This design comes from an exercise in tuning for small area on the open sky130 flow, not from production work. In this exercise RTL edits were held to simulation tests only and were not proved equivalent to the original. Power is estimated from default activity; no workload was simulated.

$ cat design/flow/design.v
module udp_rx #(
    parameter       BOARD_MAC   =   48'h00_11_22_33_44_55       ,
    parameter       BOARD_IP    =   {8'd192,8'd168,8'd1,8'd10}  ,
    parameter       BOARD_PORT  =   16'd1234
)(
    input                           clk                         ,
    input                           rst_n                       ,
    input                           gmii_rx_dv                  ,
    input           [7 : 0]         gmii_rxd                    ,
    input           [31 : 0]        crc_out                     ,
    output  reg     [7 : 0]         crc_data                    ,
    output  reg                     crc_en                      ,
    output  reg                     crc_clr                     ,
    output  reg     [1 : 0]         eth_rx_type                 ,
    output  reg                     rx_done                     ,
    output  reg     [ 7 : 0]        iudp_rx_data                ,
    output  reg                     iudp_rx_data_vld            ,
    output  reg     [15 : 0]        iudp_data_length            ,
    output  reg     [31 : 0]        data_checksum               ,
    output  reg     [7 : 0]         icmp_rx_type                ,
    output  reg     [7 : 0]         icmp_rx_code                ,
    output  reg     [15 : 0]        icmp_rx_id                  ,
    output  reg     [15 : 0]        icmp_rx_seq                 ,
    output  reg     [47 : 0]        src_mac                     ,
    output  reg     [31 : 0]        src_ip                      ,
    output  reg                     arp_rx_type
);
    localparam [2:0] IDLE      = 3'd0;
    localparam [2:0] ETH_HEAD  = 3'd1;
    localparam [2:0] IP_HEAD   = 3'd2;
    localparam [2:0] IUDP_HEAD = 3'd3;
    localparam [2:0] IUDP_DATA = 3'd4;
    localparam [2:0] ARP_DATA  = 3'd5;
    localparam [2:0] CRC       = 3'd6;
    localparam [2:0] RX_END    = 3'd7;
    reg     [2:0]   state_c, state_n;
    reg             start;
    reg     [2:0]   pre_cnt;         
    reg     [7:0]   rxd_r0;          
    reg             dv_r0;
    reg     [15:0]  cnt;
    reg             error_flag;
    reg             mac_uc, mac_bc;  
    reg             hdr_ok;          
    reg             op_b1;           
    reg     [79:0]  arp_sh;          
    wire    [3:0]   ihl = arp_sh[71:68];
    reg     [23:0]  des_crc;
    wire    [7:0]   rxd_r1 = crc_data;
    wire    st_idle = (state_c == IDLE);
    wire    st_eth  = (state_c == ETH_HEAD);
    wire    st_ip   = (state_c == IP_HEAD);
    wire    st_uh   = (state_c == IUDP_HEAD);
    wire    st_data = (state_c == IUDP_DATA);
    wire    st_arp  = (state_c == ARP_DATA);
    wire    st_crc  = (state_c == CRC);
    wire    st_end  = (state_c == RX_END);
    wire    add_cnt = dv_r0 && !st_idle && !st_end;
    wire    [15:0] cnt_p1 = cnt + 16'd1;
    reg     end_hit;
    always @(*) begin
        case (state_c)
            ETH_HEAD  : end_hit = (cnt == 16'd13);
            IP_HEAD   : end_hit = (cnt_p1 == {10'd0, ihl, 2'd0});
            IUDP_HEAD : end_hit = (cnt == 16'd7);
            IUDP_DATA : end_hit = iudp_rx_data_vld && (cnt_p1 == iudp_data_length);
            ARP_DATA  : end_hit = (cnt == 16'd45);
            CRC       : end_hit = iudp_rx_data_vld ? (iudp_data_length == 16'd1) : (cnt == 16'd3);
            default   : end_hit = 1'b0;
        endcase
    end
    wire    end_cnt = add_cnt && end_hit;
    always @(*) begin
        state_n = state_c;
        case (state_c)
            IDLE      : if (start) state_n = ETH_HEAD;
            ETH_HEAD  : if (error_flag) state_n = RX_END;
                        else if (end_cnt) state_n = (eth_rx_type == 2'd1) ? ARP_DATA : IP_HEAD;
            IP_HEAD   : if (error_flag) state_n = RX_END;
                        else if (end_cnt) state_n = IUDP_HEAD;
            IUDP_HEAD : if (end_cnt) state_n = IUDP_DATA;
            IUDP_DATA : if (end_cnt) state_n = CRC;
            ARP_DATA  : if (error_flag) state_n = RX_END;
                        else if (end_cnt) state_n = CRC;
            CRC       : if (end_cnt) state_n = RX_END;
            RX_END    : if (!gmii_rx_dv) state_n = IDLE;
        endcase
    end
    always @(posedge clk) begin
        if (!rst_n) state_c <= IDLE;
        else        state_c <= state_n;
    end
    always @(posedge clk) begin
        rxd_r0   <= gmii_rxd;
        dv_r0    <= gmii_rx_dv;
        crc_data <= rxd_r0;
        if (gmii_rx_dv && gmii_rxd == 8'h55)
            pre_cnt <= (pre_cnt == 3'd7) ? 3'd7 : pre_cnt + 3'd1;
        else
            pre_cnt <= 3'd0;
    end
    always @(posedge clk) begin
        if (!rst_n)
            start <= 1'b0;
        else if (st_idle)
            start <= gmii_rx_dv && (gmii_rxd == 8'hD5) && (pre_cnt == 3'd7);
    end
    always @(posedge clk) begin
        if (add_cnt && !end_cnt) cnt <= cnt_p1;
        else                     cnt <= 16'd0;
    end
    reg [7:0] mac_byte;
    always @(*) begin
        case (cnt[2:0])
            3'd0: mac_byte = BOARD_MAC[47:40];
            3'd1: mac_byte = BOARD_MAC[39:32];
            3'd2: mac_byte = BOARD_MAC[31:24];
            3'd3: mac_byte = BOARD_MAC[23:16];
            3'd4: mac_byte = BOARD_MAC[15:8];
            default: mac_byte = BOARD_MAC[7:0];
        endcase
    end
    always @(posedge clk) begin
        if (st_eth && add_cnt && cnt < 16'd6) begin
            mac_uc <= (mac_uc || cnt == 16'd0) && (rxd_r0 == mac_byte);
            mac_bc <= (mac_bc || cnt == 16'd0) && (rxd_r0 == 8'hFF);
        end
    end
    always @(posedge clk) begin
        if (!add_cnt)
            error_flag <= 1'b0;
        else if (st_eth) begin
            if (cnt == 16'd6)
                error_flag <= !(mac_uc || mac_bc);
            else if (cnt == 16'd12)
                error_flag <= ({rxd_r0, gmii_rxd} != 16'h0800) && ({rxd_r0, gmii_rxd} != 16'h0806);
        end
        else if (st_ip) begin
            if (cnt == 16'd9)
                error_flag <= (rxd_r0 != 8'd17) && (rxd_r0 != 8'd1);
            else if (cnt == 16'd18)
                error_flag <= !(hdr_ok && {rxd_r0, gmii_rxd} == BOARD_IP[15:0]);
        end
        else if (st_arp) begin
            if (cnt == 16'd27)
                error_flag <= !(hdr_ok && {rxd_r1, rxd_r0} == BOARD_IP[15:0]);
        end
        else
            error_flag <= 1'b0;
    end
    always @(posedge clk) begin
        if (!rst_n)
            eth_rx_type <= 2'd0;
        else if (st_eth && add_cnt && cnt == 16'd12)
            eth_rx_type <= ({rxd_r0, gmii_rxd} == 16'h0806) ? 2'd1 : 2'd0;
        else if (st_ip && add_cnt && cnt == 16'd9) begin
            if (rxd_r0 == 8'd17)     eth_rx_type <= 2'd3;
            else if (rxd_r0 == 8'd1) eth_rx_type <= 2'd2;
        end
    end
    always @(posedge clk) begin
        if (st_ip && add_cnt && cnt == 16'd17)
            hdr_ok <= ({rxd_r1, rxd_r0} == BOARD_IP[31:16]);
        else if (st_arp && add_cnt && cnt == 16'd7)
            hdr_ok <= ({rxd_r1, rxd_r0} == 16'd1) || ({rxd_r1, rxd_r0} == 16'd2);
        else if (st_arp && add_cnt && cnt == 16'd25)
            hdr_ok <= hdr_ok && ({rxd_r1, rxd_r0} == BOARD_IP[31:16]);
        if (st_arp && add_cnt && cnt == 16'd7)
            op_b1 <= rxd_r0[1];
    end
    always @(posedge clk) begin
        if (!rst_n)
            iudp_data_length <= 16'd0;
        else if (st_ip && add_cnt && cnt == 16'd4)
            iudp_data_length <= {arp_sh[79:72], rxd_r1} - {10'd0, ihl, 2'd0} - 16'd8;
    end
    always @(posedge clk) begin
        if (!rst_n) begin
            icmp_rx_type <= 8'd0;
            icmp_rx_code <= 8'd0;
            icmp_rx_id   <= 16'd0;
            icmp_rx_seq  <= 16'd0;
        end
        else if (st_uh && add_cnt && eth_rx_type == 2'd2) begin
            case (cnt)
                16'd0 : icmp_rx_type <= rxd_r0;
                16'd1 : icmp_rx_code <= rxd_r0;
                16'd5 : icmp_rx_id   <= {rxd_r1, rxd_r0};
                16'd7 : icmp_rx_seq  <= {rxd_r1, rxd_r0};
                default: ;
            endcase
        end
    end
    always @(posedge clk) begin
        if (st_data) iudp_rx_data <= rxd_r0;
        iudp_rx_data_vld <= st_data;
        crc_clr <= st_idle;
        crc_en  <= !st_idle && !st_end && !st_crc;
    end
    always @(posedge clk) begin
        if (!rst_n)
            des_crc <= 24'hff_ff_ff;
        else if (add_cnt && st_crc)
            des_crc <= {rxd_r0, des_crc[23:8]};
    end
    wire arp_shift = st_arp && add_cnt && cnt >= 16'd8 && cnt <= 16'd17;
    always @(posedge clk) begin
        if (arp_shift)
            arp_sh[79:32] <= arp_sh[71:24];
        else begin
            if (st_ip && add_cnt && cnt == 16'd3)
                arp_sh[79:72] <= rxd_r1;
            if (st_ip && add_cnt && cnt == 16'd0)
                arp_sh[71:68] <= rxd_r0[3:0];
        end
    end
    always @(posedge clk) begin
        if (!rst_n || st_end)
            arp_sh[31:0] <= 32'd0;
        else if (arp_shift)
            arp_sh[31:0] <= {arp_sh[23:0], rxd_r0};
        else if (st_data && add_cnt && eth_rx_type == 2'd2) begin
            if (end_cnt && iudp_data_length[0])
                arp_sh[31:0] <= arp_sh[31:0] + {24'd0, rxd_r0};
            else if (cnt[0])
                arp_sh[31:0] <= arp_sh[31:0] + {16'd0, rxd_r1, rxd_r0};
        end
    end
    always @(posedge clk) begin
        if (!rst_n) begin
            rx_done       <= 1'b0;
            src_mac       <= 48'd0;
            src_ip        <= 32'd0;
            arp_rx_type   <= 1'b0;
            data_checksum <= 32'd0;
        end
        else if (st_crc && end_cnt && ({rxd_r0, des_crc} == crc_out)) begin
            if (eth_rx_type == 2'd1) begin
                src_mac     <= arp_sh[79:32];
                src_ip      <= arp_sh[31:0];
                arp_rx_type <= op_b1;
            end
            else if (eth_rx_type == 2'd2)
                data_checksum <= arp_sh[31:0];
            rx_done <= 1'b1;
        end
        else
            rx_done <= 1'b0;
    end
endmodule
$ cat design/flow/flow/run.sh
#!/bin/bash
# Standard ORFS synthesis, then an area-oriented ABC re-mapping of the
# combinational logic (registers untouched), then the standard layout with
# small port buffers and a leaner clock tree.
set -euo pipefail
HERE=$(pwd)
R=$HERE/orfs/results/sky130hd/udp_rx/base
LIB=$FLOW_HOME/platforms/sky130hd/lib/sky130_fd_sc_hd__tt_025C_1v80.lib
YOSYS=$(command -v yosys || echo $FLOW_HOME/../tools/install/yosys/bin/yosys)

bash standard.sh synth > standard_synth.log 2>&1

cp $R/1_2_yosys.v $HERE/std_1_2_yosys.v
FFS=$(grep -o 'sky130_fd_sc_hd__[a-z0-9_]*' $R/1_2_yosys.v | sort -u | grep -E '__(df|edf|sdf|dl|conb)' | tr '\n' ' ')
cat > remap.ys <<EOY
read_liberty -ignore_miss_func -ignore_miss_data_latch $LIB
blackbox $FFS
read_verilog $HERE/std_1_2_yosys.v
hierarchy -top $FLOW_TOP
flatten
opt_clean -purge
abc -dont_use sky130_fd_sc_hd__probe_p_8 -dont_use sky130_fd_sc_hd__probec_p_8 -dont_use sky130_fd_sc_hd__lpflow_* -liberty $LIB -script $HERE/flow/abc_remap.script
opt_clean -purge
setundef -zero
hilomap -singleton -hicell sky130_fd_sc_hd__conb_1 HI -locell sky130_fd_sc_hd__conb_1 LO
splitnets
opt_clean -purge
rename -enumerate -pattern remap_n% w:*:* w:*/*
rename -enumerate -pattern remap_c% c:*:* c:*/*
rename -enumerate -pattern remap_w% w:*.*
stat -liberty $LIB
write_verilog -noattr -nohex -nodec $R/1_2_yosys.v
EOY
$YOSYS -l remap_yosys.log remap.ys > /dev/null 2>&1
rm -f $R/1_synth.odb $R/1_synth.sdc

bash standard.sh \
  BUFFER_PORTS_ARGS="-buffer_cell sky130_fd_sc_hd__buf_1" \
  CTS_ARGS="-sink_clustering_enable -repair_clock_nets -dont_use_dummy_load -buf_list sky130_fd_sc_hd__clkbuf_8 -sink_clustering_size 16 -sink_clustering_max_diameter 60" \
  finish > standard.log 2>&1
$ cat design/flow/flow/abc_remap.script
strash
&get -n
&deepsyn -T 60
&dch -f
&nf -R 1000
&put
$ cat design/flow/standard.sh
#!/bin/bash
# synth_recipe.tcl (not shown) runs the flow's synth.tcl, then flattens the netlist and writes it again
# the make line also repeats each setting of config.mk as NAME=value (left out here)
make -C /OpenROAD-flow-scripts/flow DESIGN_CONFIG=/design/flow/config.mk WORK_HOME=/design/flow/orfs CLKGATE_MAP_FILE= SYNTH_SCRIPT=/design/flow/synth_recipe.tcl "${@:-finish}"
$ cat design/flow/config.mk
export PLATFORM = sky130hd
export DESIGN_NAME = udp_rx
export DESIGN_NICKNAME = udp_rx
export VERILOG_FILES = /design/flow/design.v
export SDC_FILE = /design/flow/constraint.sdc
export NUM_CORES = 4
export LEC_CHECK = 0
export CAP_MARGIN = 20
export CORE_MARGIN = 2
export CORE_UTILIZATION = 40
export SLEW_MARGIN = 20
$ cat design/flow/constraint.sdc
create_clock -name core_clock -period 8.0 [get_ports {clk}]
set_input_delay 1.6000 -clock core_clock [delete_from_list [all_inputs] [get_ports {clk}]]
set_output_delay 1.6000 -clock core_clock [all_outputs]
set_load 0.01 [all_outputs]
==> qor.csv, run 1 <==
metric,value,unit
route.detailed.drc,0,
p_per_area,183,nW/um^2
cp_top_family,adder cells,
coreArea,31700,sq um
outcome,no timing/DRC/antenna violations,
power_switching,0.642,mW
grt_max_degree,82,
finalCritPeriodShare,0.823,
dieWidth,184,um
dieHeight,184,um
antenna_found_initial,2,
cts_setup_buffers,0,
crit_arrival,7.08,ns
p_comb_frac,0.043,
hold_path_depth,0,
cp_common_cell,maj3_1,
final_hold_viol_count,0,
start_util,0.408,
syn_area,12900,sq um
p_leak,5.24,nW
relSlewSlack,0.247,
setup_viol,0,
path_clk_slew,0.11,ns
drtIter0Drc,796,
groute.usage.overall,0.229,
final_nets,1542,
root_buffer,clkbuf_8,
ir_drop,0.112,mV
reg2reg_from,arp_sh[1],
vias,10800,
dr.pass1.iters,5,
min_to,arp_sh[62],
clock_latency,0.63,ns
cp_max_fo,6,
grt_pass1_wl,60600,um
startpoint_type,flip-flop,
synth.avg_cell_area,10.8,sq um
cap_viol_max_count,0,
syn_nets,1245,
routed_wl,39800,um
rsz0062_at_grt,false,
synthCells,1202,
htree_levels,1,
r2r_cells,28,
cts_buffer_depth,3,
slew_viol_final,0,
clock_sinks,340,
critPathBufInv,0,
die-area,33800,sq um
viasPerCell,5.71,
internal-power,2.11,mW
gr-total-overflow,0,
crit_slowest_cell,dfxtp_1,
whs,0.442,ns
required,8.50,ns
finalClockSkew,0.0729,ns
rr_endpoint,arp_sh[31],
period_needed,6.58,ns
num-fill-cells,3047,
drtAntennaViolNets,0,
worstMarginPinSlew,1.13,ns
ctsHoldBuffers,0,
tritoncts,built,
min_from,arp_sh[54],
io_buffers,241,
hold_path.class,flip-flop to flip-flop,
routabilityCongestion,0.867,
area_growth_syn_to_layout,15.9,%
wl_per_cell,21.0,um
swShare,0.233,
r2r_slack,1.42,ns
drive_gt1_frac,0.0428,
io_pins,242,
fmax,152,MHz
finalSetupTns,0,ns
crit_type,flip-flop to flip-flop,
num_rows,65,
final_area,15000,sq um
cts_resized,0,
hpwl,27500,um
post_dp_cell_area,14600,sq um
grt_pass1_vias,10200,
cts_buffers,30,
sequentialPowerShare,0.637,
crit_path_end_kind,flip-flop,
ys_warn_count,1,
max_stage_delay,0.45,ns
clockPowerShare,0.320,
## cells in the final DEF, fill, tap and decap left out, types with 7 or more instances in the layout
cell,instances
clkbuf_8,30
nand3_1,26
nand2_1,108
dfxtp_1,280
nand4_1,27
buf_4,24
xnor2_1,42
nor2b_1,11
o22a_1,24
nor3_1,33
and2_0,13
buf_1,241
and3_1,15
clkinv_1,15
edfxtp_1,60
nor4_1,18
a22oi_1,20
a31oi_1,7
maj3_1,8
nor2_1,70
a21oi_1,37
a22o_1,164
o21ai_0,59
xor2_1,25
nand2b_1,55
## worst max-delay path by stage
| stage | cells after the start | slack [ns] | start | to |
|---|---|---|---|---|
| floorplan | 7 | 1.16 | rst_n | arp_rx_type |
| global placement | 28 | 1.60 | arp_sh[1] | arp_sh[31] |
| detailed placement | 28 | 1.47 | arp_sh[1] | arp_sh[31] |
| CTS | 28 | 1.43 | arp_sh[1] | arp_sh[31] |
| global route | 28 | 0.87 | arp_sh[1] | arp_sh[31] |
| finish | 28 | 1.42 | arp_sh[1] | arp_sh[31] |
## power groups by stage
| stage | Combinational, mW | Sequential, mW | Clock [mW] |
|---|---|---|---|
| final | 0.117 | 1.75 | 0.881 |
| after global routing | 0.126 | 1.76 | 0.970 |
| after CTS | 0.116 | 1.75 | 0.908 |
| after detailed placement | 0.115 | 1.79 | 0 |
| after global placement | 0.115 | 1.79 | 0 |
| after floorplan | 0.0553 | 1.80 | 0 |
## metal layers
layer	up-vias	share of wire	global-route usage
met5	-	0	0
met3	55	0.065	0.0339
met4	0	0.024	0.0544
met1	5285	0.47	0.335
met2	369	0.45	0.356
li1	5131	-	-
## layout make-up
cell class                      count  area (sq um)  area share
Antenna cell                        1          2.50    0.000167
Clock buffer                       30           413      0.0275
Inverter                           16          60.1     0.00400
Multi-Input combinational cell    846          5540       0.369
Sequential cell                   340          7410       0.494
Tap cell                          402           503      0.0335
Timing Repair Buffer              265          1080      0.0723
## flip-flops by register name, summed over array words and instances, names as in the netlist, 16 cells and up
| register | cells |
|---|---|
| iudp_data_length | 16 |
| arp_sh | 80 |
| icmp_rx_seq | 16 |
| des_crc | 24 |
| data_checksum | 32 |
| src_ip | 32 |
| icmp_rx_id | 16 |
| src_mac | 48 |
| cnt | 16 |
## per-stage QoR
stage	setup WS, ns	utilization	total power [mW]	std cells
finish	1.42	0.473	2.75	1900
floorplan	1.16	-	1.85	1202
global route	0.875	0.473	2.85	1900
CTS	1.43	0.473	2.78	1899
global placement	1.60	0.459	1.91	1869
detailed placement	1.47	0.460	1.91	1869
==> run 2, diff against run 1 <==
--- a/design/flow/flow/run.sh
+++ b/design/flow/flow/run.sh
@@ -36,5 +36,6 @@
 
 bash standard.sh \
   BUFFER_PORTS_ARGS="-buffer_cell sky130_fd_sc_hd__buf_1" \
-  CTS_ARGS="-sink_clustering_enable -repair_clock_nets -dont_use_dummy_load -buf_list sky130_fd_sc_hd__clkbuf_8 -sink_clustering_size 16 -sink_clustering_max_diameter 60" \
+  CTS_ARGS="-sink_clustering_enable -repair_clock_nets -dont_use_dummy_load -buf_list sky130_fd_sc_hd__clkbuf_8 -sink_clustering_size 20 -sink_clustering_max_diameter 40" \
+  GPL_TIMING_DRIVEN=0 \
   finish > standard.log 2>&1
==> run 2 against run 1 <==
Net effect: routed wire length is 2.6% lower; critical path type unchanged; flip-flop and latch count stayed put; die area stayed put; critical endpoint unchanged; register-to-register slack worse by 0.55 ns; still clean; critical path depth is 1 lower.
==> qor.csv, run 2 <==
metric,value,unit,change
gr-total-overflow,0,,unchanged
p_leak,5.33,nW,+1.7%
clock_latency,0.59,ns,-0.04 ns
grt_pass1_wl,59200,um,-2.3%
routabilityCongestion,0.869,,+0.16%
crit_type,flip-flop to flip-flop,,
htree_levels,2,,+1
io_pins,242,,unchanged
viasPerCell,5.70,,about the same
area_growth_syn_to_layout,17.8,%,
start_util,0.408,,unchanged
fmax,140,MHz,-7.8%
critPathBufInv,0,,unchanged
hold_path.class,flip-flop to flip-flop,,
drive_gt1_frac,0.0505,,+0.00778
num-fill-cells,3113,,+2.2%
tritoncts,built,,
dp_slack,0.625,ns,-0.842 ns
rsz0062_at_grt,false,,
syn_area,12900,sq um,unchanged
worstMarginPinSlew,1.10,ns,-0.0279 ns
crit_path_end_kind,flip-flop,,
dieWidth,184,um,unchanged
antenna_found_initial,0,,-2
final_hold_viol_count,0,,unchanged
setup_viol,0,,unchanged
finalClockSkew,0.0710,ns,-0.00185 ns
slew_viol_final,0,,unchanged
ir_drop,0.147,mV,+31%
final_nets,1549,,+0.45%
dr.pass1.iters,5,,unchanged
wl_per_cell,20.4,um,-2.9%
path_clk_slew,0.07,ns,-0.04 ns
crit_slowest_cell,dfxtp_1,,
post_dp_cell_area,14600,sq um,+0.38%
reg_top3,"arp_sh: 80 flops, src_mac: 48 flops",,
grt_pass1_vias,10300,,+0.60%
finalCritPeriodShare,0.892,,+0.0692
cp_max_fo,16,,+10
io_buffers,241,,unchanged
coreArea,31700,sq um,unchanged
p_per_area,193,nW/um^2,+5.5%
final_area,15300,sq um,+1.7%
max_stage_delay,0.93,ns,+0.48 ns
groute.usage.overall,0.225,,-0.00395
multi_input_area,5550,sq um,+0.18%
vias,10900,,+0.24%
ys_warn_count,1,,unchanged
crit_arrival,7.53,ns,+0.45 ns
synthCells,1202,,unchanged
period_needed,7.14,ns,+0.554 ns
startpoint_type,flip-flop,,
route.detailed.drc,0,,unchanged
drtAntennaViolNets,0,,unchanged
outcome,no timing/DRC/antenna violations,,
final_common_cell,dfxtp_1,,
hpwl,26900,um,-2.2%
cts_buffer_depth,3,,unchanged
required,8.39,ns,-0.11 ns
cp_top_family,adder cells,,
cap_viol_max_count,0,,unchanged
largest_register_ffs,80,,unchanged
seq_area,7410,sq um,about the same
diodes,0,,-1
final_cell_mix,"dfxtp_1, buf_1, a22o_1",,
cp_common_cell,maj3_1,,
setup_ws,0.863,ns,-0.554 ns
routed_wl,38800,um,-2.6%
largest_register,arp_sh,,
cts_buffers,45,,+50%
synth.avg_cell_area,10.8,sq um,unchanged
num_rows,65,,unchanged
root_buffer,clkbuf_8,,
relSlewSlack,0.268,,+0.0214
clock_sinks,340,,unchanged
syn_nets,1245,,unchanged
die-area,33800,sq um,unchanged
drtIter0Drc,827,,+3.9%
dieHeight,184,um,unchanged
grt_max_degree,34,,-59%
run 2: changes by cell type in the layout (fill, tap and decap cells not counted), moves of 2 or more:
cell      delta
buf_6        +9
nor2_4       +2
nor2_1       -2
clkbuf_8    +15
buf_12       +3
buf_4       -21
run 2: per-layer routing:
metal	vias up	part of all wire	GRT usage
met5	-	0	0
met4	0	0.023	0.0659
met3	72	0.065	0.0456
met2	370	0.45	0.355
met1	5265	0.46	0.312
li1	5159	-	-
run 2: timing repair:
action,in CTS,in global routing
setup endpoints to repair,0,1
hold buffers,0,0
setup buffers,0,0
resized for setup,0,1
hold endpoints to repair,0,0
run 2: through the flow:
step	cells	total power [mW]	hold WS (ns)	util	setup TNS [ns]
after floorplan	1202	1.85	0.427	-	0
after global placement	1845	1.90	0.433	0.453	-454.50
after detailed placement	1861	1.91	0.436	0.461	0
after CTS	1906	2.98	0.434	0.481	0
after global routing	1906	3.06	0.434	0.481	0
final	1906	2.95	0.439	0.481	0
run 2: path summary, 6_finish.rpt:
check                  start         end  slack [ns]  depth (start not counted)
setup / recovery   rxd_r0[2]  arp_sh[31]        0.86                         27
hold / removal    arp_sh[38]  arp_sh[46]        0.44                          0
setup reg to reg   rxd_r0[2]  arp_sh[31]        0.86                         27
hold reg to reg   arp_sh[38]  arp_sh[46]        0.44                          0
run 2: final cells by class:
type | instances | area share
Clock buffer | 45 | 0.0406
Inverter | 16 | 0.00402
Multi-Input combinational cell | 846 | 0.364
Sequential cell | 340 | 0.486
Tap cell | 402 | 0.0330
Timing Repair Buffer | 257 | 0.0732
run 2: where the power goes:
group | internal, mW | switching [mW] | leakage [nW]
sequential | 1.74 | 0.0305 | 2.74
clock | 0.496 | 0.586 | 0.324
combinational | 0.0349 | 0.0599 | 2.26
total | 2.27 | 0.677 | 5.33
run 2: worst reg2reg max path: cells and delay by family, from the launching register on:
kind,cells,cell delay (ns)
AO/OA/AOI/OAI,6,1.09
XOR/XNOR,2,0.37
adder cells (fa/ha/maj),7,2.65
flip-flops,1,0.93
AND/OR/NAND/NOR,12,1.93
==> run 3, diff against run 2 <==
--- a/design/flow/design.v
+++ b/design/flow/design.v
@@ -126,27 +126,15 @@
             mac_bc <= (mac_bc || cnt == 16'd0) && (rxd_r0 == 8'hFF);
         end
     end
-    always @(posedge clk) begin
-        if (!add_cnt)
-            error_flag <= 1'b0;
-        else if (st_eth) begin
-            if (cnt == 16'd6)
-                error_flag <= !(mac_uc || mac_bc);
-            else if (cnt == 16'd12)
-                error_flag <= ({rxd_r0, gmii_rxd} != 16'h0800) && ({rxd_r0, gmii_rxd} != 16'h0806);
-        end
-        else if (st_ip) begin
-            if (cnt == 16'd9)
-                error_flag <= (rxd_r0 != 8'd17) && (rxd_r0 != 8'd1);
-            else if (cnt == 16'd18)
-                error_flag <= !(hdr_ok && {rxd_r0, gmii_rxd} == BOARD_IP[15:0]);
-        end
-        else if (st_arp) begin
-            if (cnt == 16'd27)
-                error_flag <= !(hdr_ok && {rxd_r1, rxd_r0} == BOARD_IP[15:0]);
-        end
-        else
-            error_flag <= 1'b0;
+    always @(*) begin
+        case (state_c)
+            ETH_HEAD : error_flag = (cnt == 16'd7  && !(mac_uc || mac_bc)) ||
+                                    (cnt == 16'd13 && {rxd_r1, rxd_r0} != 16'h0800 && {rxd_r1, rxd_r0} != 16'h0806);
+            IP_HEAD  : error_flag = (cnt == 16'd10 && rxd_r1 != 8'd17 && rxd_r1 != 8'd1) ||
+                                    (cnt == 16'd19 && !(hdr_ok && {rxd_r1, rxd_r0} == BOARD_IP[15:0]));
+            ARP_DATA : error_flag = (cnt == 16'd28 && !(hdr_ok && rxd_r1 == BOARD_IP[7:0]));
+            default  : error_flag = 1'b0;
+        endcase
     end
     always @(posedge clk) begin
         if (!rst_n)
@@ -165,6 +153,8 @@
             hdr_ok <= ({rxd_r1, rxd_r0} == 16'd1) || ({rxd_r1, rxd_r0} == 16'd2);
         else if (st_arp && add_cnt && cnt == 16'd25)
             hdr_ok <= hdr_ok && ({rxd_r1, rxd_r0} == BOARD_IP[31:16]);
+        else if (st_arp && add_cnt && cnt == 16'd26)
+            hdr_ok <= hdr_ok && (rxd_r0 == BOARD_IP[15:8]);
         if (st_arp && add_cnt && cnt == 16'd7)
             op_b1 <= rxd_r0[1];
     end
--- a/design/flow/flow/run.sh
+++ b/design/flow/flow/run.sh
@@ -36,6 +36,5 @@
 
 bash standard.sh \
   BUFFER_PORTS_ARGS="-buffer_cell sky130_fd_sc_hd__buf_1" \
-  CTS_ARGS="-sink_clustering_enable -repair_clock_nets -dont_use_dummy_load -buf_list sky130_fd_sc_hd__clkbuf_8 -sink_clustering_size 20 -sink_clustering_max_diameter 40" \
-  GPL_TIMING_DRIVEN=0 \
+  CTS_ARGS="-sink_clustering_enable -repair_clock_nets -dont_use_dummy_load -buf_list sky130_fd_sc_hd__clkbuf_16 -sink_clustering_size 30 -sink_clustering_max_diameter 80" \
   finish > standard.log 2>&1
--- a/design/flow/config.mk
+++ b/design/flow/config.mk
@@ -5,7 +5,7 @@
 export SDC_FILE = /design/flow/constraint.sdc
 export NUM_CORES = 4
 export LEC_CHECK = 0
-export CAP_MARGIN = 20
+export CAP_MARGIN = 0
 export CORE_MARGIN = 2
 export CORE_UTILIZATION = 40
-export SLEW_MARGIN = 20
+export SLEW_MARGIN = 0
==> run 3 against run 2 <==
Net effect: core utilization shrank 0.97 points; maximum frequency down 4.0%; sequential share of layout area rose by 1.4 points; critical path type unchanged.
==> qor.csv, run 3 <==
metric,value,unit,change
ctsHoldBuffers,0,,unchanged
grt_pass1_vias,9887,,-3.7%
num-fill-cells,3054,,-1.9%
gr-total-overflow,0,,unchanged
dieHeight,182,um,-1.1%
cp_max_fo,17,,+1
seq_area,7390,sq um,-0.19%
cp_common_cell,and3_1,,
worstMarginPinSlew,1.15,ns,+0.0531 ns
routed_wl,38600,um,-0.55%
grt_max_degree,82,,+140%
largest_register_ffs,80,,unchanged
die-area,33100,sq um,-2.1%
final_nets,1493,,-3.6%
largest_register,arp_sh,,
finalCritPeriodShare,0.929,,+0.0370
io_pins,242,,unchanged
groute.usage.overall,0.225,,+0.000484
cts_buffers,17,,-62%
tritoncts,built,,
io_buffers,241,,unchanged
wl_per_cell,20.9,um,+2.5%
final_cell_mix,"dfxtp_1, buf_1, a22o_1",,
dieWidth,182,um,-1.1%
p_per_area,196,nW/um^2,+1.4%
finalClockSkew,0.0367,ns,-0.0343 ns
hpwl,26900,um,about the same
multi_input_area,5180,sq um,-6.7%
num_rows,65,,unchanged
final_common_cell,dfxtp_1,,
crit_slowest_cell,dfxtp_4,,
syn_nets,1201,,-3.5%
fmax,135,MHz,-4.0%
diodes,0,,unchanged
slew_viol_final,0,,unchanged
post_dp_cell_area,14300,sq um,-1.9%
viasPerCell,5.69,,-0.16%
path_clk_slew,0.11,ns,+0.04 ns
synthCells,1158,,-3.7%
area_growth_syn_to_layout,16.8,%,
htree_levels,1,,-1
startpoint_type,flip-flop,,
ir_drop,0.176,mV,+20%
clock_latency,0.52,ns,-0.07 ns
start_util,0.404,,-0.00466
syn_area,12700,sq um,-2.2%
clock_sinks,339,,-0.29%
required,8.42,ns,+0.03 ns
outcome,no timing/DRC/antenna violations,,
drtIter0Drc,941,,+14%
relSlewSlack,0.231,,-0.0370
antenna_found_initial,0,,unchanged
period_needed,7.43,ns,+0.296 ns
hold_path.class,flip-flop to flip-flop,,
crit_path_end_kind,flip-flop,,
p_leak,5.17,nW,-3.1%
final_hold_viol_count,0,,unchanged
final_core_util,0.471,,-0.00968
coreArea,31400,sq um,-1.0%
dr.pass1.iters,7,,+2
routabilityCongestion,0.960,,+11%
vias,10500,,-3.1%
drtAntennaViolNets,0,,unchanged
setup_viol,0,,unchanged
cap_viol_max_count,0,,unchanged
final_area,14800,sq um,-3.0%
max_stage_delay,0.46,ns,-0.47 ns
drive_gt1_frac,0.0428,,-0.00771
reg_top3,"arp_sh: 80 flops, src_mac: 48 flops",,
route.detailed.drc,0,,unchanged
ys_warn_count,1,,unchanged
synth.avg_cell_area,10.9,sq um,+1.6%
root_buffer,clkbuf_16,,
grt_pass1_wl,59200,um,about the same
crit_arrival,7.85,ns,+0.32 ns
cts_buffer_depth,3,,unchanged
crit_type,flip-flop to flip-flop,,
[run 3: cell types whose count changed in the layout (fill, tap and decap cells not counted), moves of 11 or more]
cell / previous run / this run
buf_4: 3 / 32
clkbuf_16: 0 / 17
clkbuf_8: 45 / 0
clkinv_1: 15 / 39
nand2_1: 108 / 82
nand2b_1: 55 / 9
o22ai_1: 3 / 14
xnor2_1: 42 / 27
[run 3: timing repair]
action,4_1_cts,5_1_grt
gates resized for setup,0,7
buffers inserted,0,0
endpoints found under the setup margin,0,5
[run 3: per-layer routing]
| metal | track usage | wire (um) |
|---|---|---|
| met4 | 0.0503 | 736 |
| met3 | 0.0293 | 2140 |
| met1 | 0.320 | 17700 |
| met2 | 0.368 | 18000 |
| met5 | 0 | 0 |
[run 3: final timing paths]
kind	from	endpoint	slack, ns	depth (start not counted)
worst max-delay path	cnt[2]	arp_sh[31]	0.57	34
worst min-delay path	arp_sh[53]	arp_sh[61]	0.45	0
worst max register to register	cnt[2]	arp_sh[31]	0.57	34
worst min register to register	arp_sh[53]	arp_sh[61]	0.45	0
[run 3: where the power goes]
part / internal [mW] / total, mW / switching [mW]
registers: 1.75 / 1.77 / 0.0196
logic: 0.0694 / 0.222 / 0.153
clock network: 0.383 / 0.910 / 0.526
[run 3: per-stage QoR]
stage / total power, mW / TNS, ns / std cells / hold WS [ns] / setup slack [ns]
final: 2.90 / 0 / 1850 / 0.454 / 0.567
after global routing: 3.01 / -0.0210 / 1850 / 0.464 / -0.0210
after CTS: 2.92 / 0 / 1850 / 0.457 / 0.369
after detailed placement: 2.03 / 0 / 1833 / 0.433 / 0.416
after global placement: 2.03 / 0 / 1833 / 0.432 / 0.643
after floorplan: 1.93 / 0 / 1158 / 0.427 / 0.880
[run 3: layout make-up]
cell class                      count  area share
Multi-Input combinational cell    779       0.350
Clock buffer                       17      0.0288
Tap cell                          402      0.0340
Inverter                           40      0.0101
Timing Repair Buffer              273      0.0774
Sequential cell                   339       0.500
[run 3: critical path: cells and delay by family (launching register included)]
family / cells / cell delay [ns]
AOI/OAI and AO/OA: 8 / 1.63
adders and majority gates: 1 / 0.39
and+or+nand+nor: 19 / 3.90
buffers and inverters: 2 / 0.16
xor gates and xnor gates: 4 / 0.80
DFF: 1 / 0.46
==> run 4, diff against run 3 <==
--- a/design/flow/flow/run.sh
+++ b/design/flow/flow/run.sh
@@ -36,5 +36,5 @@
 
 bash standard.sh \
   BUFFER_PORTS_ARGS="-buffer_cell sky130_fd_sc_hd__buf_1" \
-  CTS_ARGS="-sink_clustering_enable -repair_clock_nets -dont_use_dummy_load -buf_list sky130_fd_sc_hd__clkbuf_16 -sink_clustering_size 30 -sink_clustering_max_diameter 80" \
+  CTS_ARGS="-sink_clustering_enable -repair_clock_nets -dont_use_dummy_load -buf_list sky130_fd_sc_hd__clkbuf_8 -sink_clustering_size 16 -sink_clustering_max_diameter 60" \
   finish > standard.log 2>&1
--- a/design/flow/config.mk
+++ b/design/flow/config.mk
@@ -7,5 +7,5 @@
 export LEC_CHECK = 0
 export CAP_MARGIN = 0
 export CORE_MARGIN = 2
-export CORE_UTILIZATION = 40
+export CORE_UTILIZATION = 65
 export SLEW_MARGIN = 0
==> run 4 against run 3 <==
Net effect: worst hold slack worse by 0.0017 ns; final area fell by 1.7%; first-iteration DRC count fell by 13%; total power fell by 4.1%; via count is 2.2% higher; maximum frequency grew 0.48%; still clean; global-route usage increased by 9.6 points; cell count fell by 7.0%; largest cell class unchanged; sequential power is essentially flat; clock skew down 0.0041 ns; highest routed layer unchanged.
==> qor.csv, run 4 <==
metric,value,unit,change
drtIter0Drc,823,,-13%
diodes,0,,unchanged
viasPerCell,6.25,,+9.8%
num_rows,51,,-22%
synth.avg_cell_area,10.9,sq um,unchanged
hold_path_depth,0,,unchanged
setup_viol,0,,unchanged
cp_max_fo,18,,+1
fmax,135,MHz,+0.48%
relSlewSlack,0.195,,-0.0368
clock_sinks,339,,unchanged
p_per_area,191,nW/um^2,-2.5%
tritoncts,built,,
synthCells,1158,,unchanged
syn_area,12700,sq um,unchanged
post_dp_cell_area,14200,sq um,-1.3%
die-area,20600,sq um,-38%
hold_path.class,flip-flop to flip-flop,,
crit_type,flip-flop to flip-flop,,
reg_top3,"arp_sh: 80 flops, src_mac: 48 flops",,
cp_common_cell,and3_1,,
ctsHoldBuffers,0,,unchanged
layout.cells.non_filler,1721,,-7.0%
finalClockSkew,0.0327,ns,-0.00406 ns
dr.pass1.iters,5,,-2
largest_register_ffs,80,,unchanged
finalSetupTns,0,ns,unchanged
groute.usage.overall,0.321,,+0.0959
crit_slowest_cell,dfxtp_4,,
antenna_found_initial,0,,unchanged
drtAntennaViolNets,0,,unchanged
dieWidth,144,um,-21%
root_buffer,clkbuf_8,,
routabilityCongestion,0.926,,-3.5%
vias,10800,,+2.2%
largest_register,arp_sh,,
final_area,14500,sq um,-1.7%
finalCritPeriodShare,0.925,,-0.00440
drive_gt1_frac,0.0481,,+0.00526
dieHeight,144,um,-21%
period_needed,7.40,ns,-0.0352 ns
grt_pass1_wl,52500,um,-11%
crit_path_end_kind,flip-flop,,
clock_latency,0.57,ns,+0.05 ns
wl_per_cell,20.1,um,-3.6%
grt_max_degree,55,,-33%
required,8.47,ns,+0.05 ns
gr-total-overflow,0,,unchanged
max_stage_delay,0.46,ns,about the same
worstMarginPinSlew,1.21,ns,+0.0551 ns
slew_viol_final,0,,unchanged
io_buffers,241,,unchanged
final_core_util,0.755,,+0.283
startpoint_type,flip-flop,,
io_pins,242,,unchanged
hpwl,24100,um,-10%
coreArea,19300,sq um,-39%
path_clk_slew,0.10,ns,about the same
crit_arrival,7.86,ns,about the same
area_growth_syn_to_layout,14.8,%,
cap_viol_max_count,0,,unchanged
grt_pass1_vias,9801,,-0.87%
outcome,no timing/DRC/antenna violations,,
route.detailed.drc,0,,unchanged
final_cell_mix,"dfxtp_1, buf_1, a22o_1",,
ys_warn_count,1,,unchanged
dp.cells,1694,,-7.6%
r2r_cells,34,,unchanged
start_util,0.657,,+0.254
htree_levels,1,,unchanged
final_nets,1501,,+0.54%
cts_buffer_depth,3,,unchanged
cts_buffers,26,,+9
whs,0.453,ns,-0.00166 ns
final_hold_viol_count,0,,unchanged
routed_wl,34600,um,-10%
ir_drop,0.148,mV,-16%
p_leak,5.14,nW,-0.50%
syn_nets,1201,,unchanged
final_common_cell,dfxtp_1,,
run 4: path summary, 6_finish.rpt:
kind / slack, ns / to / startpoint
worst max register to register: 0.60 / arp_sh[31] / cnt[0]
worst max-delay path: 0.60 / arp_sh[31] / cnt[0]
worst min-delay path: 0.45 / arp_sh[44] / arp_sh[36]
worst min register to register: 0.45 / arp_sh[44] / arp_sh[36]
run 4: area by class of cell:
class / instances / area (sq um)
flip-flops and latches: 339 / 7390
multi-input cells: 779 / 5170
fillers: 1372 / 4730
repair buffers: 272 / 1140
clock buffers: 26 / 358
well taps: 265 / 332
inverters: 40 / 150
run 4: what timing repair did:
action | in CTS | in global routing
gates resized for setup | 0 | 6
buffers inserted | 0 | 1
endpoints found under the setup margin | 0 | 6
run 4: worst max-delay path, delay by kind of cell, from the launching register on:
| family | cells | cell delay [ns] |
|---|---|---|
| XOR/XNOR | 3 | 0.50 |
| buffers and inverters | 2 | 0.18 |
| AO/OA/AOI/OAI | 11 | 2.43 |
| adder cells (fa/ha/maj) | 1 | 0.39 |
| AND/OR/NAND/NOR | 17 | 3.33 |
| flip-flops | 1 | 0.46 |
run 4: where the power goes:
| group | leakage, nW | switching (mW) | internal [mW] |
|---|---|---|---|
| registers | 2.77 | 0.0270 | 1.75 |
| clock network | 0.187 | 0.506 | 0.291 |
| logic | 2.18 | 0.139 | 0.0665 |
| total | 5.14 | 0.673 | 2.11 |
run 4: routing by layer:
layer / up-vias / global-route usage / share of wire
li1: 5030 / - / -
met1: 5164 / 0.450 / 0.43
met2: 487 / 0.512 / 0.46
met3: 76 / 0.0553 / 0.082
met4: 0 / 0.104 / 0.032
met5: - / 0 / 0
run 4: stage by stage:
step | power [mW] | setup WS (ns)
after global routing | 2.86 | -0.00899
after floorplan | 1.93 | 0.880
after detailed placement | 2.02 | 0.361
final | 2.78 | 0.603
after CTS | 2.78 | 0.299
after global placement | 2.01 | 0.666
==> run 5, diff against run 4 <==
--- a/design/flow/config.mk
+++ b/design/flow/config.mk
@@ -8,4 +8,5 @@
 export CAP_MARGIN = 0
 export CORE_MARGIN = 2
 export CORE_UTILIZATION = 65
+export PLACE_DENSITY = 0.75
 export SLEW_MARGIN = 0
==> run 5 against run 4 <==
Net effect: maximum frequency shrank 1.1%; non-clock buffer count shrank 3; die area is the same; critical path type unchanged.
==> qor.csv, run 5 <==
metric,value,unit,change
cts_buffers,27,,+3.8%
ir_drop,0.167,mV,+13%
reg_top3,"arp_sh: 80 flops, src_mac: 48 flops",,
relSlewSlack,0.200,,+0.00505
clock_sinks,339,,unchanged
routed_wl,35100,um,+1.4%
largest_register,arp_sh,,
synthCells,1158,,unchanged
cp_max_fo,17,,-1
syn_nets,1201,,unchanged
whs,0.454,ns,+0.00150 ns
area_growth_syn_to_layout,14.7,%,about the same
grt_max_degree,56,,+1.8%
grt_pass1_vias,10000,,+2.2%
wl_per_cell,20.4,um,+1.6%
start_util,0.657,,unchanged
crit_slowest_cell,dfxtp_4,,
outcome,no timing/DRC/antenna violations,,
largest_register_ffs,80,,unchanged
dieHeight,144,um,unchanged
num_rows,51,,unchanged
crit_path_end_kind,flip-flop,,
final_hold_viol_count,0,,unchanged
antenna_found_initial,0,,unchanged
max_stage_delay,0.46,ns,about the same
path_clk_slew,0.10,ns,about the same
drive_gt1_frac,0.0461,,-0.00200
cp_common_cell,and3_1,,
clock_latency,0.58,ns,about the same
routabilityCongestion,0.947,,+2.2%
drtAntennaViolNets,0,,unchanged
cp_top_family,simple AND/OR/NAND/NOR gates,,
vias,10800,,+0.65%
critPathBufInv,2,,unchanged
ys_warn_count,1,,unchanged
root_buffer,clkbuf_8,,
groute.usage.overall,0.332,,+0.0108
crit_arrival,7.95,ns,+0.09 ns
grt_pass1_wl,54000,um,+2.8%
hpwl,24500,um,+1.6%
fmax,134,MHz,-1.1%
cts_buffer_depth,3,,unchanged
final_cell_mix,"dfxtp_1, buf_1, a22o_1",,
num-fill-cells,1432,,+4.4%
finalClockSkew,0.0549,ns,+0.0222 ns
slew_viol_final,0,,unchanged
htree_levels,1,,unchanged
drtIter0Drc,922,,+12%
synth.avg_cell_area,10.9,sq um,unchanged
finalCritPeriodShare,0.935,,+0.0105
syn_area,12700,sq um,unchanged
viasPerCell,6.30,,+0.77%
coreArea,19300,sq um,unchanged
p_leak,5.13,nW,-0.20%
finalSetupTns,0,ns,unchanged
p_per_area,193,nW/um^2,+0.90%
startpoint_type,flip-flop,,
cap_viol_max_count,0,,unchanged
final_nets,1499,,-0.13%
die-area,20600,sq um,unchanged
setup_viol,0,,unchanged
period_needed,7.48,ns,+0.0840 ns
diodes,0,,unchanged
worstMarginPinSlew,1.20,ns,-0.00756 ns
crit_type,flip-flop to flip-flop,,
final_common_cell,dfxtp_1,,
dieWidth,144,um,unchanged
io_buffers,241,,unchanged
io_pins,242,,unchanged
required,8.47,ns,about the same
gr-total-overflow,0,,unchanged
dr.pass1.iters,6,,+1
tritoncts,built,,
hold_path.class,flip-flop to flip-flop,,
route.detailed.drc,0,,unchanged
[run 5: worst paths after layout]
kind	start	end	slack, ns	cells past startpoint
setup reg to reg	cnt[2]	arp_sh[31]	0.52	34
hold reg to reg	arp_sh[46]	arp_sh[54]	0.45	0
setup / recovery	cnt[2]	arp_sh[31]	0.52	34
hold / removal	arp_sh[46]	arp_sh[54]	0.45	0
[run 5: timing repair]
action	4_1_cts	5_1_grt
buffers inserted	0	0
setup endpoints to repair	0	5
resized for setup	0	7
hold buffers	0	0
[run 5: worst reg2reg max path, delay by kind of cell (launching register included)]
kind | cells | cell delay (ns)
XOR/XNOR | 4 | 0.82
AND/OR/NAND/NOR | 19 | 3.91
AO/OA/AOI/OAI | 8 | 1.65
buffers and inverters | 2 | 0.16
adder cells (fa/ha/maj) | 1 | 0.39
flip-flops | 1 | 0.46
[run 5: power breakdown]
group	total, mW	switching, mW	leakage (nW)	internal [mW]
clock	0.821	0.520	0.194	0.301
sequential	1.78	0.0272	2.78	1.75
combinational	0.206	0.139	2.16	0.0669
[run 5: area by class of cell]
class	count	area, sq um	share of cell area
Timing Repair Buffer	269	1110	0.0767
Tap cell	265	332	0.0228
Multi-Input combinational cell	779	5170	0.356
Inverter	40	150	0.0103
Clock buffer	27	372	0.0256
Sequential cell	339	7390	0.509
[run 5: routing by layer]
| layer | vias to the layer above | wire length, um | part of all wire | track usage |
|---|---|---|---|---|
| li1 | 5019 | - | - | - |
| met1 | 5207 | 14900 | 0.43 | 0.453 |
| met2 | 519 | 16300 | 0.46 | 0.543 |
| met3 | 82 | 2720 | 0.077 | 0.0523 |
| met4 | 0 | 1140 | 0.032 | 0.113 |
| met5 | - | 0 | 0 | 0 |
[run 5: stage by stage]
stage / cells / util / setup WS, ns / power (mW) / instance area, sq um
4_1_cts: 1719 / 0.753 / 0.283 / 2.81 / 14500
3_5_place_dp: 1692 / 0.734 / 0.350 / 2.02 / 14100
6_report: 1719 / 0.754 / 0.519 / 2.81 / 14500
3_3_place_gp: 1692 / 0.734 / 0.755 / 2.01 / 14100
5_1_grt: 1719 / 0.754 / -0.0111 / 2.90 / 14500
2_1_floorplan: 1158 / - / 0.880 / 1.93 / 12700
==> run 6, diff against run 5 <==
--- a/design/flow/config.mk
+++ b/design/flow/config.mk
@@ -7,6 +7,5 @@
 export LEC_CHECK = 0
 export CAP_MARGIN = 0
 export CORE_MARGIN = 2
-export CORE_UTILIZATION = 65
-export PLACE_DENSITY = 0.75
+export CORE_UTILIZATION = 40
 export SLEW_MARGIN = 0
==> run 6 against run 5 <==
Net effect: largest power group unchanged; core utilization is 28 points lower; via count is 2.3% lower; combinational power is 8% higher; count of clock-buffer cells in the layout is 2 higher; first-iteration DRC count is 0.54% higher; routed wire length is 10% higher; highest routed layer unchanged; die area is 61% higher; final area is 1.6% higher; flip-flop and latch count stayed put; maximum frequency is 0.95% higher; non-clock buffer count is 4 higher.
==> qor.csv, run 6 <==
metric,value,unit,change
io_buffers,241,,unchanged
required,8.51,ns,+0.04 ns
hpwl,26900,um,+9.7%
num_rows,65,,+27%
setup_viol,0,,unchanged
period_needed,7.41,ns,-0.0705 ns
root_buffer,clkbuf_8,,
r2r_slack,0.59,ns,+0.07 ns
grt_pass1_vias,9943,,-0.73%
drtAntennaViolNets,0,,unchanged
hold_path.class,flip-flop to flip-flop,,
p_comb_frac,0.078,,+0.005
gr-total-overflow,0,,unchanged
largest_register,arp_sh,,
seq_area,7390,sq um,unchanged
worstMarginPinSlew,1.19,ns,-0.00746 ns
relSlewSlack,0.205,,+0.00498
multi_input_area,5170,sq um,about the same
largest_register_ffs,80,,unchanged
synthCells,1158,,unchanged
htree_levels,1,,unchanged
finalClockSkew,0.0975,ns,+0.0426 ns
final_common_cell,dfxtp_1,,
route.detailed.drc,0,,unchanged
dp.cells,1833,,+8.3%
groute.usage.overall,0.226,,-0.106
viasPerCell,5.68,,-9.8%
coreArea,31400,sq um,+63%
clock_latency,0.62,ns,+0.04 ns
die-area,33100,sq um,+61%
startpoint_type,flip-flop,,
wl_per_cell,20.8,um,+2.0%
crit_slowest_cell,dfxtp_4,,
grt_max_degree,82,,+46%
vias,10600,,-2.3%
crit_arrival,7.92,ns,-0.03 ns
dr.pass1.iters,6,,unchanged
grt_pass1_wl,59300,um,+9.9%
antenna_found_initial,0,,unchanged
cts_buffer_depth,3,,unchanged
dieWidth,182,um,+27%
sequentialPowerShare,0.622,,-0.012
post_dp_cell_area,14300,sq um,+1.5%
ctsHoldBuffers,0,,unchanged
internal-power,2.14,mW,+1.1%
power_switching,0.706,mW,+2.9%
syn_nets,1201,,unchanged
clock_sinks,339,,unchanged
syn_area,12700,sq um,unchanged
dieHeight,182,um,+27%
slew_viol_final,0,,unchanged
layout.cells.non_filler,1862,,+8.3%
diodes,0,,unchanged
start_util,0.404,,-0.254
tritoncts,built,,
routabilityCongestion,0.960,,+1.4%
final_area,14800,sq um,+1.6%
final_cell_mix,"dfxtp_1, buf_1, a22o_1",,
synth.avg_cell_area,10.9,sq um,unchanged
outcome,no timing/DRC/antenna violations,,
ys_warn_count,1,,unchanged
final_hold_viol_count,0,,unchanged
swShare,0.248,,+0.00333
area_growth_syn_to_layout,16.5,%,
ir_drop,0.142,mV,-15%
cp_max_fo,17,,unchanged
final_nets,1505,,+0.40%
crit_type,flip-flop to flip-flop,,
p_leak,5.17,nW,+0.72%
num-fill-cells,3051,,+110%
cap_viol_max_count,0,,unchanged
reg_top3,"arp_sh: 80 flops, src_mac: 48 flops",,
fmax,135,MHz,+0.95%
drtIter0Drc,927,,+0.54%
io_pins,242,,unchanged
cp_common_cell,and3_1,,
cts_buffers,29,,+7.4%
p_per_area,193,nW/um^2,about the same
finalCritPeriodShare,0.926,,-0.00881
clockPowerShare,0.300,,+0.007
drive_gt1_frac,0.0500,,+0.00392
max_stage_delay,0.46,ns,about the same
routed_wl,38800,um,+10%
crit_path_end_kind,flip-flop,,
path_clk_slew,0.11,ns,about the same
[run 6: cell types whose count changed in the layout (fill, tap and decap cells not counted), sizes merged]
cell	before	now
clkbuf	27	29
buf	269	273
[run 6: metal layers]
| metal | track usage | share of wire | up-vias |
|---|---|---|---|
| met2 | 0.366 | 0.47 | 316 |
| li1 | - | - | 5041 |
| met3 | 0.0331 | 0.051 | 50 |
| met4 | 0.0539 | 0.021 | 0 |
| met5 | 0 | 0 | - |
| met1 | 0.320 | 0.46 | 5167 |
[run 6: worst max-delay path: cells and delay by family (launching register included)]
family / cells / cell delay (ns)
compound gates: 13 / 2.70
xor+xnor: 4 / 0.84
fa+ha+maj: 1 / 0.39
buf+inv: 1 / 0.08
flops: 1 / 0.46
simple gates: 15 / 2.87
[run 6: power groups by stage]
stage | Clock [mW] | Combinational [mW] | Sequential [mW]
6_report | 0.855 | 0.223 | 1.77
5_1_grt | 0.945 | 0.245 | 1.77
4_1_cts | 0.885 | 0.221 | 1.77
3_5_place_dp | 0 | 0.220 | 1.81
3_3_place_gp | 0 | 0.218 | 1.81
2_1_floorplan | 0 | 0.107 | 1.83
[run 6: worst paths after layout]
path,start,end,cells past startpoint
min,rxd_r0[4],crc_data[4],0
max,cnt[2],arp_sh[31],34
max reg2reg,cnt[2],arp_sh[31],34
min reg2reg,rxd_r0[4],crc_data[4],0
[run 6: what timing repair did]
action / in CTS / in global routing
setup buffers: 0 / 0
endpoints found under the setup margin: 0 / 5
gates resized for setup: 0 / 6
[run 6: per-stage QoR]
step	power [mW]	TNS, ns	setup slack [ns]	utilization	hold WS (ns)
after detailed placement	2.03	0	0.416	0.457	0.433
after CTS	2.88	0	0.400	0.470	0.369
final	2.85	0	0.589	0.470	0.391
after global routing	2.96	-0.0393	-0.0323	0.470	0.378
after floorplan	1.93	0	0.880	-	0.427
after global placement	2.03	0	0.643	0.457	0.432
[run 6: layout make-up]
class,count,share of cell area
clock buffer,29,0.0270
inverter,40,0.0102
multi-input combinational,779,0.350
sequential,339,0.501
tap,402,0.0341
timing repair buffer,273,0.0775
==> run 7, diff against run 6 <==
--- a/design/flow/flow/run.sh
+++ b/design/flow/flow/run.sh
@@ -36,5 +36,5 @@
 
 bash standard.sh \
   BUFFER_PORTS_ARGS="-buffer_cell sky130_fd_sc_hd__buf_1" \
-  CTS_ARGS="-sink_clustering_enable -repair_clock_nets -dont_use_dummy_load -buf_list sky130_fd_sc_hd__clkbuf_8 -sink_clustering_size 16 -sink_clustering_max_diameter 60" \
+  CTS_ARGS="-sink_clustering_enable -repair_clock_nets -dont_use_dummy_load -buf_list sky130_fd_sc_hd__clkbuf_8 -sink_clustering_size 20 -sink_clustering_max_diameter 40" \
   finish > standard.log 2>&1
--- a/design/flow/config.mk
+++ b/design/flow/config.mk
@@ -7,5 +7,6 @@
 export LEC_CHECK = 0
 export CAP_MARGIN = 0
 export CORE_MARGIN = 2
-export CORE_UTILIZATION = 40
+export CORE_UTILIZATION = 65
+export PLACE_DENSITY = 0.75
 export SLEW_MARGIN = 0
==> run 7 against run 6 <==
Net effect: still clean; non-clock buffer count shrank 4; critical path depth unchanged; total power rose by 3.7%; largest cell class unchanged.
==> qor.csv, run 7 <==
metric,value,unit,change
final_hold_viol_count,0,,unchanged
clock_sinks,339,,unchanged
crit_arrival,7.87,ns,-0.05 ns
drive_gt1_frac,0.0539,,+0.00392
ir_drop,0.139,mV,-2.5%
finalCritPeriodShare,0.932,,+0.00528
cts_buffer_depth,3,,unchanged
viasPerCell,6.30,,+11%
crit_slowest_cell,dfxtp_4,,
min_from,arp_sh[46],,
hold_path.class,flip-flop to flip-flop,,
r2r_slack,0.55,ns,-0.04 ns
vias,10900,,+3.1%
gr-total-overflow,0,,unchanged
num-fill-cells,1407,,-54%
period_needed,7.45,ns,+0.0423 ns
ctsHoldBuffers,0,,unchanged
hold_path_depth,0,,unchanged
grt.busiest_layer,met2,,
tritoncts,built,,
die-area,20600,sq um,-38%
setup_ws,0.547,ns,-0.0423 ns
drtAntennaViolNets,0,,unchanged
setup_viol,0,,unchanged
syn_nets,1201,,unchanged
routed_wl,35700,um,-7.9%
startpoint_type,flip-flop,,
required,8.42,ns,-0.09 ns
reg2reg_from,cnt[2],,
grtUsageMet2,0.550,,+0.183
area_growth_syn_to_layout,15.9,%,
route.detailed.drc,0,,unchanged
io_buffers,241,,unchanged
crit_path_end_kind,flip-flop,,
final_cell_mix,"dfxtp_1, buf_1, a22o_1",,
path_clk_slew,0.07,ns,-0.04 ns
dieWidth,144,um,-21%
synthCells,1158,,unchanged
max_stage_delay,0.46,ns,about the same
cp_max_fo,17,,unchanged
fmax,134,MHz,-0.57%
relSlewSlack,0.235,,+0.0301
reg_top3,"arp_sh: 80 flops, src_mac: 48 flops",,
grt_pass1_wl,55000,um,-7.2%
rsz0062_at_grt,false,,
cap_viol_max_count,0,,unchanged
largest_register,arp_sh,,
finalSetupTns,0,ns,unchanged
htree_levels,2,,+1
start_util,0.657,,+0.254
groute.usage.overall,0.341,,+0.114
slew_viol_final,0,,unchanged
diodes,0,,unchanged
syn_area,12700,sq um,unchanged
dieHeight,144,um,-21%
wl_per_cell,20.6,um,-0.84%
gr-usage-met3,0.0640,,+0.0309
cp_common_cell,and3_1,,
p_per_area,201,nW/um^2,+4.2%
antenna_found_initial,0,,unchanged
routabilityCongestion,0.947,,-1.4%
drtIter0Drc,1000,,+7.9%
final_common_cell,dfxtp_1,,
root_buffer,clkbuf_8,,
worstMarginPinSlew,1.15,ns,-0.0450 ns
clock_latency,0.57,ns,-0.05 ns
finalClockSkew,0.0761,ns,-0.0214 ns
rr_endpoint,arp_sh[31],,
r2r_cells,34,,unchanged
grt_max_degree,56,,-32%
io_pins,242,,unchanged
dr.pass1.iters,5,,-1
largest_register_ffs,80,,unchanged
p_leak,5.21,nW,+0.82%
globalRouteMet1Util,0.457,,+0.137
dp_slack,0.350,ns,-0.0656 ns
final_nets,1510,,+0.33%
min_to,arp_sh[54],,
coreArea,19300,sq um,-39%
synth.avg_cell_area,10.9,sq um,unchanged
ys_warn_count,1,,unchanged
grt_pass1_vias,10200,,+2.3%
crit_type,flip-flop to flip-flop,,
num_rows,51,,-22%
hpwl,24500,um,-8.9%
outcome,no timing/DRC/antenna violations,,
cts_buffers,38,,+31%
[run 7: changes by cell type in the layout (fill, tap and decap cells not counted)]
cell,change
clkbuf_8,+9
buf_4,-4
a21oi_1,-1
a21oi_2,+1
nand2_1,-1
nand2_2,+1
nor4_1,+1
nor4_2,-1
[run 7: area by class of cell]
class / count / area, sq um / share of cell area
Sequential cell: 339 / 7390 / 0.504
Tap cell: 265 / 332 / 0.0226
Clock buffer: 38 / 523 / 0.0356
Multi-Input combinational cell: 779 / 5170 / 0.352
Inverter: 40 / 150 / 0.0102
Timing Repair Buffer: 269 / 1110 / 0.0759
[run 7: layer usage]
layer / part of all wire / vias up
met4: 0.038 / 0
met1: 0.41 / 5210
met2: 0.47 / 541
li1: - / 5041
met3: 0.081 / 107
met5: 0 / -
[run 7: critical path, delay by kind of cell, from the launching register on]
family	cells	cell delay, ns
adders and majority gates	1	0.39
xor gates and xnor gates	4	0.81
AOI/OAI and AO/OA	8	1.64
DFF	1	0.46
and+or+nand+nor	19	3.84
buffers and inverters	2	0.16
[run 7: worst max path at each step]
stage,end,slack (ns),start,cells after the start
final,arp_sh[31],0.55,cnt[2],34
after global routing,arp_sh[31],0.03,cnt[2],34
after CTS,arp_sh[31],0.26,cnt[2],34
after detailed placement,arp_sh[31],0.35,cnt[2],34
after global placement,arp_sh[31],0.75,cnt[2],34
after floorplan,arp_sh[31],0.88,state_c[2],32
[run 7: stage by stage]
step	area, sq um	cells	hold WS [ns]	total power [mW]	utilization
5_1_grt	14700	1730	0.425	3.05	0.762
3_5_place_dp	14100	1692	0.434	2.02	0.734
2_1_floorplan	12700	1158	0.427	1.93	-
4_1_cts	14700	1730	0.412	2.95	0.761
3_3_place_gp	14100	1692	0.430	2.01	0.734
6_report	14700	1730	0.410	2.95	0.762
[run 7: what timing repair did]
action / in CTS / in global routing
endpoints found under the setup margin: 0 / 5
resized for setup: 0 / 8
buffers inserted: 0 / 0
hold endpoints to repair: 0 / 0
[run 7: report_power, final]
| group | internal (mW) | leakage [nW] | total [mW] | switching (mW) |
|---|---|---|---|---|
| logic | 0.0668 | 2.16 | 0.206 | 0.139 |
| registers | 1.75 | 2.78 | 1.78 | 0.0275 |
| clock network | 0.423 | 0.273 | 0.968 | 0.545 |
| total | 2.24 | 5.21 | 2.95 | 0.712 |
==> run 8, diff against run 7 <==
--- a/design/flow/flow/run.sh
+++ b/design/flow/flow/run.sh
@@ -36,5 +36,5 @@
 
 bash standard.sh \
   BUFFER_PORTS_ARGS="-buffer_cell sky130_fd_sc_hd__buf_1" \
-  CTS_ARGS="-sink_clustering_enable -repair_clock_nets -dont_use_dummy_load -buf_list sky130_fd_sc_hd__clkbuf_8 -sink_clustering_size 20 -sink_clustering_max_diameter 40" \
+  CTS_ARGS="-sink_clustering_enable -repair_clock_nets -dont_use_dummy_load -buf_list sky130_fd_sc_hd__clkbuf_8 -sink_clustering_size 18 -sink_clustering_max_diameter 100" \
   finish > standard.log 2>&1
==> run 8 against run 7 <==
Net effect: maximum frequency is 0.10% lower; critical path depth stayed put; non-clock buffer count stayed put; worst setup slack worse by 0.0078 ns; via count is 2.0% lower; combinational power hardly changed; clock skew is 0.039 ns lower; total power is 7.2% lower; first-iteration DRC count is 7.6% lower; sequential share of layout area is 0.78 points higher; largest cell class unchanged; largest power group unchanged.
==> qor.csv, run 8 <==
metric,value,unit,change
outcome,no timing/DRC/antenna violations,,
cap_viol_max_count,0,,unchanged
drive_gt1_frac,0.0428,,-0.0111
cts_buffers,22,,-42%
clock_sinks,339,,unchanged
cts_buffer_depth,3,,unchanged
fmax,134,MHz,-0.10%
crit_path_end_kind,flip-flop,,
htree_levels,1,,-1
dp.cells,1692,,unchanged
io_pins,242,,unchanged
final_hold_viol_count,0,,unchanged
relSlewSlack,0.203,,-0.0316
cp_common_cell,and3_1,,
dr.pass1.iters,5,,unchanged
final_cell_mix,"dfxtp_1, buf_1, a22o_1",,
startpoint_type,flip-flop,,
drtAntennaViolNets,0,,unchanged
crit_type,flip-flop to flip-flop,,
critPathBufInv,2,,unchanged
max_stage_delay,0.48,ns,+0.02 ns
routed_wl,34800,um,-2.4%
ctsHoldBuffers,0,,unchanged
cp_max_fo,17,,unchanged
cts_resized,0,,unchanged
drtIter0Drc,924,,-7.6%
r2r_cells,34,,unchanged
reg_top3,"arp_sh: 80 flops, src_mac: 48 flops",,
root_buffer,clkbuf_8,,
rsz0062_at_grt,false,,
groute.usage.overall,0.331,,-0.00912
slew_viol_final,0,,unchanged
gr-total-overflow,0,,unchanged
vias,10700,,-2.0%
finalCritPeriodShare,0.933,,+0.000971
p_leak,5.09,nW,-2.2%
tritoncts,built,,
clock_latency,0.57,ns,about the same
io_buffers,241,,unchanged
cp_top_family,simple AND/OR/NAND/NOR gates,,
period_needed,7.46,ns,+0.00777 ns
p_per_area,190,nW/um^2,-5.7%
worst-path-stages,34,,unchanged
antenna_found_initial,0,,unchanged
finalSetupTns,0,ns,unchanged
hold_path_depth,0,,unchanged
setup_viol,0,,unchanged
required,8.47,ns,+0.05 ns
start_util,0.657,,unchanged
grt_pass1_vias,9901,,-2.6%
diodes,0,,unchanged
seq_area,7390,sq um,unchanged
cts_setup_buffers,0,,unchanged
finalClockSkew,0.0367,ns,-0.0395 ns
wl_per_cell,20.3,um,-1.5%
final_common_cell,dfxtp_1,,
synthCells,1158,,unchanged
crit_slowest_cell,dfxtp_4,,
grt_max_degree,56,,unchanged
die-area,20600,sq um,unchanged
crit_arrival,7.93,ns,+0.06 ns
num_rows,51,,unchanged
path_clk_slew,0.12,ns,+0.05 ns
dieWidth,144,um,unchanged
viasPerCell,6.23,,-1.0%
power.total,2.74,mW,-7.2%
worstMarginPinSlew,1.19,ns,+0.0473 ns
num-fill-cells,1437,,+2.1%
layout.cells.non_filler,1714,,-0.92%
ir_drop,0.172,mV,+24%
route.detailed.drc,0,,unchanged
grt_pass1_wl,53800,um,-2.2%
hpwl,24500,um,unchanged
largest_register,arp_sh,,
synth.avg_cell_area,10.9,sq um,unchanged
multi_input_area,5170,sq um,about the same
final_nets,1494,,-1.1%
ys_warn_count,1,,unchanged
dieHeight,144,um,unchanged
largest_register_ffs,80,,unchanged
syn_area,12700,sq um,unchanged
routabilityCongestion,0.947,,unchanged
coreArea,19300,sq um,unchanged
syn_nets,1201,,unchanged
area_growth_syn_to_layout,14.2,%,
hold_path.class,flip-flop to flip-flop,,
==> run 8: routing by layer <==
metal / share of wire / GRT usage / up-vias
met5: 0 / 0 / -
met4: 0.031 / 0.106 / 0
met3: 0.083 / 0.0630 / 82
met2: 0.46 / 0.533 / 488
met1: 0.42 / 0.456 / 5107
li1: - / - / 5008
==> run 8: path summary, 6_finish.rpt <==
path              startpoint         end  slack (ns)
setup / recovery      cnt[2]  arp_sh[31]        0.54
hold / removal    arp_sh[46]  arp_sh[54]        0.45
setup reg to reg      cnt[2]  arp_sh[31]        0.54
hold reg to reg   arp_sh[46]  arp_sh[54]        0.45
==> run 8: layout make-up <==
class / count / share of cell area
Sequential cell: 339 / 0.511
Multi-Input combinational cell: 779 / 0.357
Timing Repair Buffer: 269 / 0.0771
Tap cell: 265 / 0.0229
Clock buffer: 22 / 0.0209
Inverter: 40 / 0.0104
==> run 8: worst reg2reg max path: cells and delay by family, from the launching register on <==
family / cells / cell delay [ns]
AOI/OAI and AO/OA: 8 / 1.63
xor gates and xnor gates: 4 / 0.81
adders and majority gates: 1 / 0.40
buffers and inverters: 2 / 0.16
DFF: 1 / 0.48
and+or+nand+nor: 19 / 3.88
==> run 8: stage by stage <==
stage	util	setup slack (ns)	area, sq um	hold slack (ns)
3_5_place_dp	0.734	0.350	14100	0.434
2_1_floorplan	-	0.880	12700	0.427
4_1_cts	0.749	0.276	14400	0.455
6_report	0.750	0.539	14500	0.454
5_1_grt	0.750	0.000884	14500	0.471
3_3_place_gp	0.734	0.755	14100	0.430
==> run 8: report_power, final <==
part	switching [mW]	total (mW)	internal, mW
combinational	0.137	0.204	0.0668
sequential	0.0276	1.78	1.75
clock	0.509	0.759	0.249
total	0.674	2.74	2.07

==> static timing again, ports no longer ideal <==
The results above use ideal ports. As a check the final layouts listed here were re-extracted and re-timed, cells and wires unchanged. Step 1 (the two cells are an assumption about what drives the block):
set clk [get_ports {clk}]
set_driving_cell -lib_cell sky130_fd_sc_hd__clkbuf_16 $clk
set_driving_cell -lib_cell sky130_fd_sc_hd__buf_2 [delete_from_list [all_inputs] $clk]
Step 2 also shifts input and output timing later by t, the mid clock arrival at the registers, as if the neighbouring blocks saw the same clock. Slacks: no drivers / after step 1 / after step 2; pairs: no drivers / after step 1.
run	shift t [ns]	setup WS [ns]	worst setup path at the end	worst register clock-pin slew, ns	pins driven straight from the clock port
run 1	0.643	1.417 / 1.417 / 1.417	register to register	0.11 / 0.11	1
run 2	0.603	0.863 / 0.863 / 0.863	register to register	0.09 / 0.09	1
run 3	0.558	0.567 / 0.567 / 0.567	register to register	0.12 / 0.12	1
run 4	0.597	0.603 / 0.603 / 0.603	register to register	0.10 / 0.10	1
run 5	0.597	0.519 / 0.519 / 0.519	register to register	0.11 / 0.11	1
run 6	0.613	0.589 / 0.589 / 0.589	register to register	0.11 / 0.11	1
run 7	0.573	0.547 / 0.547 / 0.547	register to register	0.10 / 0.10	1
run 8	0.599	0.539 / 0.539 / 0.539	register to register	0.12 / 0.12	1
After both steps every run listed still meets setup and hold.
